Background: an optimization exercise with open tools, aiming at small area. Do not read the settings as production practice. In this exercise RTL edits were held to simulation tests only and were not proved equivalent to the original. The clock input has no modelled driver; a real chip could not lean on it and would need a root buffer or a full tree. Power and IR drop assume default switching activity.

## Simon
module Simon(
    output [3:0]    an,
    output [6:0]    seg,
    output [15:0]   led,
    input  [3:0]    sw,
    input           clk,
    input           btnR,      
    input           btnL,      
    input           btnC       
    );
localparam [10:0] LSEED = 11'h55f;
wire        rst_n = sw[3];
reg  [1:0]  state;
reg  [2:0]  round;
reg  [2:0]  count;
reg  [7:0]  ran_n;       
reg  [7:0]  seq_n;       
reg  [10:0] t;
reg  [10:0] lf;          
reg         s1, s2, dly;
reg         s1l, s2l, q;
reg         dbr, dbl;
wire        st0 = (state == 2'd0);
wire        st1 = (state == 2'd1);
wire        st2 = (state == 2'd2);
wire        st3 = (state == 2'd3);
wire [3:0]  xh = {s2l, s1l, s2, s1};    
wire        tc = &t;                     
wire        cp = dly & ~q;       
wire        rp = dly & ~dbr;     
wire        lp = q & ~dbl;       
wire [2:0]  bsel   = state[1] ? count : xh[2:0];
wire        bitn   = seq_n[bsel];      
wire        wrong  = (rp & bitn) | (lp & ~bitn);
wire        anyp   = rp | lp;
wire        last   = (count == round);
wire [3:0]  rp1    = {1'b0, round} + 4'd1;
wire        done   = (xh == rp1);
  ...
Size in the first run: ~300 cells after synthesis, ~54 flip-flops, about 35 I/O pins, ~2300 um^2 of cells after synthesis.
==> module Simon, before the edit <==
module Simon(
    output [3:0]    an,
    output [6:0]    seg,
    output [15:0]   led,
    input  [3:0]    sw,
    input           clk,
    input           btnR,      
    input           btnL,      
    input           btnC       
    );
localparam [10:0] LSEED = 11'h55f;
wire        rst_n = sw[3];
reg  [1:0]  state;
reg  [2:0]  round;
reg  [2:0]  count;
reg  [7:0]  ran_n;       
reg  [7:0]  seq_n;       
reg  [10:0] t;
reg  [10:0] lf;          
reg         s1, s2, dly;
reg         s1l, s2l, q;
reg         dbr, dbl;
wire        st0 = (state == 2'd0);
wire        st1 = (state == 2'd1);
wire        st2 = (state == 2'd2);
wire        st3 = (state == 2'd3);
wire [3:0]  xh = {s2l, s1l, s2, s1};    
wire        tc = &t;                     
wire        cp = dly & ~q;       
wire        rp = dly & ~dbr;     
wire        lp = q & ~dbl;       
wire [2:0]  bsel   = state[1] ? count : xh[2:0];
wire        bitn   = seq_n[bsel];      
wire        wrong  = (rp & bitn) | (lp & ~bitn);
wire        anyp   = rp | lp;
wire        last   = (count == round);
wire [3:0]  rp1    = {1'b0, round} + 4'd1;
wire        done   = (xh == rp1);
wire        finish = ~xh[3] & ~xh[2] & xh[1] & xh[0] & tc;
reg  [1:0]  nstate;
always @* begin
    case (state)
        2'd0: nstate = cp ? 2'd1 : 2'd0;
        2'd1: nstate = done ? 2'd2 : 2'd1;
        2'd2: nstate = wrong ? 2'd3 :
                       (!anyp || !last) ? 2'd2 :
                       (round == 3'd7) ? 2'd3 : 2'd1;
        default: nstate = finish ? 2'd0 : 2'd3;
    endcase
end
wire        chg  = ~rst_n | (nstate != state);
wire        fill = rst_n & ~state[0];           
wire        run  = ~chg & ~state[0];            
wire        clr1 = ~state[0] & (s1 ^ s2);
wire        clrl = ~st2 | chg | (s1l ^ s2l);
wire [3:0]  xh_inc = xh + {3'd0, tc};
always @(posedge clk) begin
    if (chg)        t <= {11{fill}};
    else if (clr1)  t <= 11'd0;
    else            t <= t + 11'd1;
    if (clrl)       lf <= LSEED;
    else            lf <= {lf[9:0], ~(lf[10] ^ lf[8])};
    if (chg) begin
        s1  <= fill;
        s2  <= fill;
        s1l <= fill;
        s2l <= fill;
    end else if (state[0]) begin
        {s2l, s1l, s2, s1} <= xh_inc;
    end else begin
        s1  <= state[1] ? btnR : btnC;
        s2  <= s1;
        s1l <= btnL;
        s2l <= s1l;
    end
    dly <= run & (state[1] ? dbr : q);
    q   <= rst_n & (st0 ? (t[10] ? s2 : q) :
                    st2 ? (chg ? ~wrong : dbl) :
                    st3 & ~chg & q);
    dbr <= rst_n & ((st2 & t[10]) ? s2 : dbr);
    dbl <= rst_n & ((st2 & (lf == 11'd0)) ? s2l : dbl);
    if (!rst_n) begin
        ran_n   <= 8'hff;
        seq_n   <= 8'hff;
        state   <= 2'd0;
        round   <= 3'd0;
        count   <= 3'd0;
    end else begin
        ran_n   <= ran_n - 8'd1;
        if (st0 & ~cp)
            seq_n <= ran_n;
        state   <= nstate;
        case (state)
            2'd0: begin
                round <= 3'd0;
                count <= 3'd0;
            end
            2'd1: count <= 3'd0;
            2'd2: if (anyp & ~wrong) begin
                if (last) begin
                    if (!rp1[3]) round <= rp1[2:0];
                end else
                    count <= count + 3'd1;
            end
            default: ;
        endcase
    end
end
wire        lit = st1 & t[10] & ~xh[3];
wire        act = st3 & ~xh[3] & ~xh[2] & ~(xh[1] & xh[0] & tc);
wire        res = q;
reg  [3:0]  an_d;
reg  [6:0]  seg_d;
always @* begin
    case (t[7:6])
        2'b00: begin an_d = 4'b0111; seg_d = res ? 7'b0011001 : 7'b1000111; end
        2'b01: begin an_d = 4'b1011; seg_d = res ? 7'b0000110 : 7'b1000000; end
        2'b10: begin an_d = 4'b1101; seg_d = res ? 7'b0001000 : 7'b0010010; end
        default: begin an_d = 4'b1110; seg_d = res ? 7'b0001001 : 7'b0000110; end
    endcase
end
assign an         = act ? an_d : 4'b1111;
assign seg        = act ? seg_d : 7'b1111111;
assign led[15:8]  = sw[0] ? ~seq_n : 8'd0;
assign led[7:6]   = sw[1] ? state : 2'd0;
assign led[5:4]   = {lit & bitn, lit & ~bitn};
assign led[3]     = 1'b0;
assign led[2:0]   = sw[2] ? round : count;
endmodule
export LEC_CHECK = 0
export CAP_MARGIN = 20
export CORE_MARGIN = 2
export CORE_UTILIZATION = 70
export SLEW_MARGIN = 20
create_clock -name core_clock -period 10.0 [get_ports {clk}]
standard.sh (not shown) runs the stock make flow with config.mk's settings and CLKGATE_MAP_FILE= SYNTH_SCRIPT=/design/flow/synth_recipe.tcl, a recipe that flattens the netlist after the stock synthesis.
==> flow/flow/run.sh <==
#!/bin/bash
# Own layout flow: the standard layout (standard.sh) with three changes:
#  1. synthesis maps the logic with an area-oriented ABC script (flow/abc.script,
#     run with several &deepsyn seeds by flow/best_abc.tcl, which keeps the
#     smallest result) instead of ORFS's speed script, and leaves adders to ABC too
#     (ADDER_MAP_FILE empty, so no half/full adder cells are extracted
#     first); everything else in the synthesis (synth_recipe.tcl, ORFS
#     synth.tcl) is unchanged, so registers keep their
#     names and cell types;
#  2. ports are buffered with sky130_fd_sc_hd__buf_1;
#  3. clock tree synthesis inserts no dummy loads, or, when flow/one_clk_buf
#     names a buffer cell, flow/cts_hook.tcl replaces the clock tree with
#     a few such buffers (flow/one_clk_n of them, default 2), each driving
#     the clock pins of one cluster of registers.
# Each tool's output goes to a log file of its own in this folder.
set -euo pipefail
W=$(pwd)
F=$W/flow

sed 's#log_cmd abc {\*}$abc_args#source '"$F"'/best_abc.tcl; best_abc $lib_args $lib_dont_use_args#' \
    "$FLOW_HOME/scripts/synth.tcl" > "$W/area_synth.tcl"
grep -q "$F/best_abc.tcl" "$W/area_synth.tcl"
export ABC_SCRIPT_TEMPLATE="$F/abc.script"
export ABC_SEEDS="0 1 2 3 4 5"
sed "s#source \$::env(SCRIPTS_DIR)/synth.tcl#source $W/area_synth.tcl#" \
    "$W/synth_recipe.tcl" > "$W/area_synth_recipe.tcl"
grep -q "source $W/area_synth.tcl" "$W/area_synth_recipe.tcl"

sed -E "s#SYNTH_SCRIPT=[^ ']*synth_recipe.tcl#SYNTH_SCRIPT=$W/area_synth_recipe.tcl ADDER_MAP_FILE=#" \
    "$W/standard.sh" > "$W/area_standard.sh"
grep -q "SYNTH_SCRIPT=$W/area_synth_recipe.tcl" "$W/area_standard.sh"

export BUFFER_PORTS_ARGS="-buffer_cell sky130_fd_sc_hd__buf_1"
CTS="-sink_clustering_enable -repair_clock_nets -dont_use_dummy_load"
if [[ -f "$F/cts_args" ]]; then CTS="$CTS $(cat "$F/cts_args")"; fi
export CTS_ARGS="$CTS"
if [[ -f "$F/one_clk_buf" ]]; then
  export PRE_CTS_TCL="$F/cts_hook.tcl"
  export ONE_CLK_NET=clk
  export ONE_CLK_BUF="$(cat "$F/one_clk_buf")"
  export ONE_CLK_N=2
  if [[ -f "$F/one_clk_n" ]]; then ONE_CLK_N="$(cat "$F/one_clk_n")"; fi
fi

bash "$W/area_standard.sh" > "$W/flow_make.log" 2>&1 || { tail -50 "$W/flow_make.log"; exit 1; }
tail -5 "$W/flow_make.log"
# copy each ORFS step log beside this script's log
mkdir -p "$W/flow_logs"
cp -r "$W"/orfs/logs/* "$W/flow_logs/" 2>/dev/null || true
test -f "$W/out/final.def"
Other scripts of this flow, unchanged in this note and not shown: flow/flow/abc.script, flow/flow/best_abc.tcl, flow/flow/cts_hook.tcl, flow/flow/one_clk_buf, flow/flow/one_clk_n
Change:
--- a/flow/design.v
+++ b/flow/design.v
@@ -6,13 +6,13 @@
     input  [3:0]    sw,
     input           clk,
     input           btnR,      
     input           btnL,      
     input           btnC       
     );
-localparam [10:0] LSEED = 11'h55f;
+localparam [10:0] LHIT = 11'h2bf;
 wire        rst_n = sw[3];
 reg  [1:0]  state;
 reg  [2:0]  round;
 reg  [2:0]  count;
 reg  [7:0]  ran_n;       
 reg  [7:0]  seq_n;       
@@ -56,13 +56,13 @@
 wire        clrl = ~st2 | chg | (s1l ^ s2l);
 wire [3:0]  xh_inc = xh + {3'd0, tc};
 always @(posedge clk) begin
     if (chg)        t <= {11{fill}};
     else if (clr1)  t <= 11'd0;
     else            t <= t + 11'd1;
-    if (clrl)       lf <= LSEED;
+    if (clrl)       lf <= 11'd0;
     else            lf <= {lf[9:0], ~(lf[10] ^ lf[8])};
     if (chg) begin
         s1  <= fill;
         s2  <= fill;
         s1l <= fill;
         s2l <= fill;
@@ -76,13 +76,13 @@
     end
     dly <= run & (state[1] ? dbr : q);
     q   <= rst_n & (st0 ? (t[10] ? s2 : q) :
                     st2 ? (chg ? ~wrong : dbl) :
                     st3 & ~chg & q);
     dbr <= rst_n & ((st2 & t[10]) ? s2 : dbr);
-    dbl <= rst_n & ((st2 & (lf == 11'd0)) ? s2l : dbl);
+    dbl <= rst_n & ((st2 & (lf == LHIT)) ? s2l : dbl);
     if (!rst_n) begin
         ran_n   <= 8'hff;
         seq_n   <= 8'hff;
         state   <= 2'd0;
         round   <= 3'd0;
         count   <= 3'd0;
=> The changed run completed with no timing, DRC or antenna violations. Design area stays the same. Power is higher by 44%. Cell count rises by about 2.6%. Routed wire length came out lower by 3.9%. Die area went up by 0.51%. Via count goes up by 1.2%. Sequential power came out higher by about 20%. Setup slack degrades by 0.068 ns. Worst hold slack stays flat.
In every run of this note, the design's own scripts or RTL, not TritonCTS, make the clock network.

---

The RTL this note starts from:
==> flow/design.v <==
`timescale 1ns / 1ps
module Simon(
    output [3:0]    an,
    output [6:0]    seg,
    output [15:0]   led,
    input  [3:0]    sw,
    input           clk,
    input           btnR,      
    input           btnL,      
    input           btnC       
    );
wire        rst_n = sw[3];
reg  [1:0]  state;
reg  [2:0]  round;
reg  [2:0]  count;
reg  [7:0]  ran_n;       
reg  [7:0]  seq_n;       
reg  [10:0] t;
reg  [10:0] t2;
reg         s1, s2, dly;
reg         s1l, s2l, q;
reg         dbr, dbl;
wire        st0 = (state == 2'd0);
wire        st1 = (state == 2'd1);
wire        st2 = (state == 2'd2);
wire        st3 = (state == 2'd3);
wire [14:0] x = {t2[3:0], t};
wire        cp = dly & ~q;       
wire        rp = dly & ~dbr;     
wire        lp = q & ~dbl;       
wire [2:0]  bsel   = state[1] ? count : x[13:11];
wire        bitn   = seq_n[bsel];      
wire        wrong  = (rp & bitn) | (lp & ~bitn);
wire        anyp   = rp | lp;
wire        last   = (count == round);
wire        done   = (x[14:11] == {1'b0, round} + 4'd1);
wire        finish = ~x[14] & ~x[13] & (&x[12:0]);
reg  [1:0]  nstate;
always @* begin
    case (state)
        2'd0: nstate = cp ? 2'd1 : 2'd0;
        2'd1: nstate = done ? 2'd2 : 2'd1;
        2'd2: nstate = wrong ? 2'd3 :
                       (!anyp || !last) ? 2'd2 :
                       (round == 3'd7) ? 2'd3 : 2'd1;
        default: nstate = finish ? 2'd0 : 2'd3;
    endcase
end
wire        chg  = ~rst_n | (nstate != state);
wire        fill = rst_n & ~state[0];           
wire        run  = ~chg & ~state[0];            
wire        clr1 = ~state[0] & (s1 ^ s2);
wire        inc2 = ~state[0] | (&t);
wire        clr2 = ~state[0] & (s1l ^ s2l);
always @(posedge clk) begin
    if (chg)        t <= {11{fill}};
    else if (clr1)  t <= 11'd0;
    else            t <= t + 11'd1;
    if (chg)        t2 <= {~state[0] & ~wrong, 6'd0, {4{~state[0]}}};
    else if (clr2)  t2 <= 11'd0;
    else            t2 <= t2 + inc2;
    s1  <= run & (state[1] ? btnR : btnC);
    s2  <= run & s1;
    dly <= run & (state[1] ? dbr : q);
    s1l <= run & btnL;
    s2l <= run & s1l;
    q   <= rst_n & (st2 ? (run & dbl) : st0 ? (t[10] ? s2 : q) : 1'b0);
    dbr <= rst_n & ((st2 & t[10]) ? s2 : dbr);
    dbl <= rst_n & ((st2 & t2[10]) ? s2l : dbl);
    if (!rst_n) begin
        ran_n   <= 8'hff;
        seq_n   <= 8'hff;
        state   <= 2'd0;
        round   <= 3'd0;
        count   <= 3'd0;
    end else begin
        ran_n   <= ran_n - 8'd1;
        if (st0 & ~cp)
            seq_n <= ran_n;
        state   <= nstate;
        case (state)
            2'd0: begin
                round <= 3'd0;
                count <= 3'd0;
            end
            2'd1: count <= 3'd0;
            2'd2: if (anyp & ~wrong) begin
                if (last) begin
                    if (round != 3'd7) round <= round + 3'd1;
                end else
                    count <= count + 3'd1;
            end
            default: ;
        endcase
    end
end
wire        lit = st1 & x[10] & ~x[14];
wire        act = st3 & ~x[14] & ~x[13] & ~(&x[12:0]);
wire        res = t2[10];
reg  [3:0]  an_d;
reg  [6:0]  seg_d;
always @* begin
    case (x[7:6])
        2'b00: begin an_d = 4'b0111; seg_d = res ? 7'b0011001 : 7'b1000111; end
        2'b01: begin an_d = 4'b1011; seg_d = res ? 7'b0000110 : 7'b1000000; end
        2'b10: begin an_d = 4'b1101; seg_d = res ? 7'b0001000 : 7'b0010010; end
        default: begin an_d = 4'b1110; seg_d = res ? 7'b0001001 : 7'b0000110; end
    endcase
end
assign an         = act ? an_d : 4'b1111;
assign seg        = act ? seg_d : 7'b1111111;
assign led[15:8]  = sw[0] ? ~seq_n : 8'd0;
assign led[7:6]   = sw[1] ? state : 2'd0;
assign led[5:4]   = {lit & bitn, lit & ~bitn};
assign led[3]     = 1'b0;
assign led[2:0]   = sw[2] ? round : count;
endmodule
==> flow/config.mk <==
export PLATFORM = sky130hd
export DESIGN_NAME = Simon
export DESIGN_NICKNAME = Simon
export VERILOG_FILES = /design/flow/design.v
export SDC_FILE = /design/flow/constraint.sdc
export NUM_CORES = 4
export LEC_CHECK = 0
export CAP_MARGIN = 20
export CORE_MARGIN = 2
export CORE_UTILIZATION = 70
export SLEW_MARGIN = 20
==> flow/constraint.sdc <==
create_clock -name core_clock -period 10.0 [get_ports {clk}]
set_input_delay 2.0000 -clock core_clock [delete_from_list [all_inputs] [get_ports {clk}]]
set_output_delay 2.0000 -clock core_clock [all_outputs]
set_load 0.01 [all_outputs]
==> flow/flow/run.sh <==
#!/bin/bash
# Own layout flow: the standard layout (standard.sh) with three changes:
#  1. synthesis maps the logic with an area-oriented ABC script (flow/abc.script)
#     instead of ORFS's speed script; everything else in the synthesis
#     (synth_recipe.tcl, ORFS synth.tcl) is unchanged, so registers keep their
#     names and cell types;
#  2. ports are buffered with sky130_fd_sc_hd__buf_1;
#  3. clock tree synthesis inserts no dummy loads, or, when flow/one_clk_buf
#     names a buffer cell, flow/cts_hook.tcl replaces the clock tree with
#     a few such buffers (flow/one_clk_n of them, default 2), each driving
#     the clock pins of one cluster of registers.
# Each tool's output goes to a log file of its own in this folder.
set -euo pipefail
W=$(pwd)
F=$W/flow

sed 's#log_cmd abc {\*}$abc_args#log_cmd abc -script '"$F"'/abc.script {*}$lib_args {*}$lib_dont_use_args#' \
    "$FLOW_HOME/scripts/synth.tcl" > "$W/area_synth.tcl"
grep -q "$F/abc.script" "$W/area_synth.tcl"
sed "s#source \$::env(SCRIPTS_DIR)/synth.tcl#source $W/area_synth.tcl#" \
    "$W/synth_recipe.tcl" > "$W/area_synth_recipe.tcl"
grep -q "source $W/area_synth.tcl" "$W/area_synth_recipe.tcl"

sed -E "s#SYNTH_SCRIPT=[^ ']*synth_recipe.tcl#SYNTH_SCRIPT=$W/area_synth_recipe.tcl#" \
    "$W/standard.sh" > "$W/area_standard.sh"
grep -q "SYNTH_SCRIPT=$W/area_synth_recipe.tcl" "$W/area_standard.sh"

export BUFFER_PORTS_ARGS="-buffer_cell sky130_fd_sc_hd__buf_1"
CTS="-sink_clustering_enable -repair_clock_nets -dont_use_dummy_load"
if [[ -f "$F/cts_args" ]]; then CTS="$CTS $(cat "$F/cts_args")"; fi
export CTS_ARGS="$CTS"
if [[ -f "$F/one_clk_buf" ]]; then
  export PRE_CTS_TCL="$F/cts_hook.tcl"
  export ONE_CLK_NET=clk
  export ONE_CLK_BUF="$(cat "$F/one_clk_buf")"
  export ONE_CLK_N=2
  if [[ -f "$F/one_clk_n" ]]; then ONE_CLK_N="$(cat "$F/one_clk_n")"; fi
fi

bash "$W/area_standard.sh" > "$W/flow_make.log" 2>&1 || { tail -50 "$W/flow_make.log"; exit 1; }
tail -5 "$W/flow_make.log"
# copy each ORFS step log beside this script's log
mkdir -p "$W/flow_logs"
cp -r "$W"/orfs/logs/* "$W/flow_logs/" 2>/dev/null || true
test -f "$W/out/final.def"
Other scripts of this flow, unchanged in this note and not shown: flow/flow/abc.script, flow/flow/cts_hook.tcl, flow/flow/one_clk_buf
Next try:
--- a/flow/design.v
+++ b/flow/design.v
@@ -8,34 +8,36 @@
     input           btnR,      
     input           btnL,      
     input           btnC       
     );
+localparam [10:0] LHIT = 11'h2bf;
 wire        rst_n = sw[3];
 reg  [1:0]  state;
 reg  [2:0]  round;
 reg  [2:0]  count;
 reg  [7:0]  ran_n;       
 reg  [7:0]  seq_n;       
 reg  [10:0] t;
-reg  [10:0] t2;
+reg  [10:0] lf;          
 reg         s1, s2, dly;
 reg         s1l, s2l, q;
 reg         dbr, dbl;
 wire        st0 = (state == 2'd0);
 wire        st1 = (state == 2'd1);
 wire        st2 = (state == 2'd2);
 wire        st3 = (state == 2'd3);
-wire [14:0] x = {t2[3:0], t};
+wire [3:0]  xh = {s2l, s1l, s2, s1};    
+wire        tc = &t;                     
 wire        cp = dly & ~q;       
 wire        rp = dly & ~dbr;     
 wire        lp = q & ~dbl;       
-wire [2:0]  bsel   = state[1] ? count : x[13:11];
+wire [2:0]  bsel   = state[1] ? count : xh[2:0];
 wire        bitn   = seq_n[bsel];      
 wire        wrong  = (rp & bitn) | (lp & ~bitn);
 wire        anyp   = rp | lp;
 wire        last   = (count == round);
-wire        done   = (x[14:11] == {1'b0, round} + 4'd1);
-wire        finish = ~x[14] & ~x[13] & (&x[12:0]);
+wire        done   = (xh == {1'b0, round} + 4'd1);
+wire        finish = ~xh[3] & ~xh[2] & xh[1] & xh[0] & tc;
 reg  [1:0]  nstate;
 always @* begin
     case (state)
         2'd0: nstate = cp ? 2'd1 : 2'd0;
@@ -49,25 +51,35 @@
 wire        chg  = ~rst_n | (nstate != state);
 wire        fill = rst_n & ~state[0];           
 wire        run  = ~chg & ~state[0];            
 wire        clr1 = ~state[0] & (s1 ^ s2);
-wire        inc2 = ~state[0] | (&t);
-wire        clr2 = ~state[0] & (s1l ^ s2l);
+wire        clrl = ~st2 | chg | (s1l ^ s2l);
+wire [3:0]  xh_inc = xh + {3'd0, tc};
 always @(posedge clk) begin
     if (chg)        t <= {11{fill}};
     else if (clr1)  t <= 11'd0;
     else            t <= t + 11'd1;
-    if (chg)        t2 <= {~state[0] & ~wrong, 6'd0, {4{~state[0]}}};
-    else if (clr2)  t2 <= 11'd0;
-    else            t2 <= t2 + inc2;
-    s1  <= run & (state[1] ? btnR : btnC);
-    s2  <= run & s1;
+    if (clrl)       lf <= 11'd0;
+    else            lf <= {lf[9:0], ~(lf[10] ^ lf[8])};
+    if (chg) begin
+        s1  <= fill;
+        s2  <= fill;
+        s1l <= fill;
+        s2l <= fill;
+    end else if (state[0]) begin
+        {s2l, s1l, s2, s1} <= xh_inc;
+    end else begin
+        s1  <= state[1] ? btnR : btnC;
+        s2  <= s1;
+        s1l <= btnL;
+        s2l <= s1l;
+    end
     dly <= run & (state[1] ? dbr : q);
-    s1l <= run & btnL;
-    s2l <= run & s1l;
-    q   <= rst_n & (st2 ? (run & dbl) : st0 ? (t[10] ? s2 : q) : 1'b0);
+    q   <= rst_n & (st0 ? (t[10] ? s2 : q) :
+                    st2 ? (chg ? ~wrong : dbl) :
+                    st3 & ~chg & q);
     dbr <= rst_n & ((st2 & t[10]) ? s2 : dbr);
-    dbl <= rst_n & ((st2 & t2[10]) ? s2l : dbl);
+    dbl <= rst_n & ((st2 & (lf == LHIT)) ? s2l : dbl);
     if (!rst_n) begin
         ran_n   <= 8'hff;
         seq_n   <= 8'hff;
         state   <= 2'd0;
@@ -93,15 +105,15 @@
             default: ;
         endcase
     end
 end
-wire        lit = st1 & x[10] & ~x[14];
-wire        act = st3 & ~x[14] & ~x[13] & ~(&x[12:0]);
-wire        res = t2[10];
+wire        lit = st1 & t[10] & ~xh[3];
+wire        act = st3 & ~xh[3] & ~xh[2] & ~(xh[1] & xh[0] & tc);
+wire        res = q;
 reg  [3:0]  an_d;
 reg  [6:0]  seg_d;
 always @* begin
-    case (x[7:6])
+    case (t[7:6])
         2'b00: begin an_d = 4'b0111; seg_d = res ? 7'b0011001 : 7'b1000111; end
         2'b01: begin an_d = 4'b1011; seg_d = res ? 7'b0000110 : 7'b1000000; end
         2'b10: begin an_d = 4'b1101; seg_d = res ? 7'b0001000 : 7'b0010010; end
         default: begin an_d = 4'b1110; seg_d = res ? 7'b0001001 : 7'b0000110; end
=> The changed run finished with timing, DRC and antenna clean; routed wire length falls by about 3.7%; worst setup slack gets worse by 57 ps; design area rises by 0.65%; first-iteration DRC count rises by about 23%; sequential power falls by about 3%; die area stays flat; global-route usage rises by 0.38 points.
In every run of this note, the design's own scripts or RTL, not TritonCTS, make the clock network.

## afterwards: timing with drivers on the ports
Ports are ideal in the flow. The routed layouts listed here were re-timed in OpenROAD.
Step 1 sets driving cells, clkbuf_16 on the clock port and buf_2 on the other inputs (assumed; they add their load-dependent delay and slew).
Step 2 moves the port delays by t, midway between the first and last clock arrival at a register: inputs arrive t later, outputs are due t later. That takes back most of the time a late clock gives input paths.
Slacks: ideal / step 1 / step 2; pairs: ideal / step 1.
run	shift t [ns]	setup slack, ns	latest minus earliest clock arrival (ns)	worst data-port slew with drivers (ns)
the first run of note 1	0.181	4.819 / 4.768 / 4.949	0.017 / 0.017	0.03
the second run of note 1	0.178	4.751 / 4.777 / 4.599	0.005 / 0.005	0.03
the first run of note 2	0.210	5.204 / 5.156 / 5.366	0.013 / 0.014	0.03
the second run of note 2	0.205	5.147 / 5.103 / 5.308	0.015 / 0.016	0.03
After both steps every run listed still meets setup and hold. The setup slack of the second run of note 1, which loses most, moves by +0.026 ns with the drivers and by -0.152 ns with both steps.
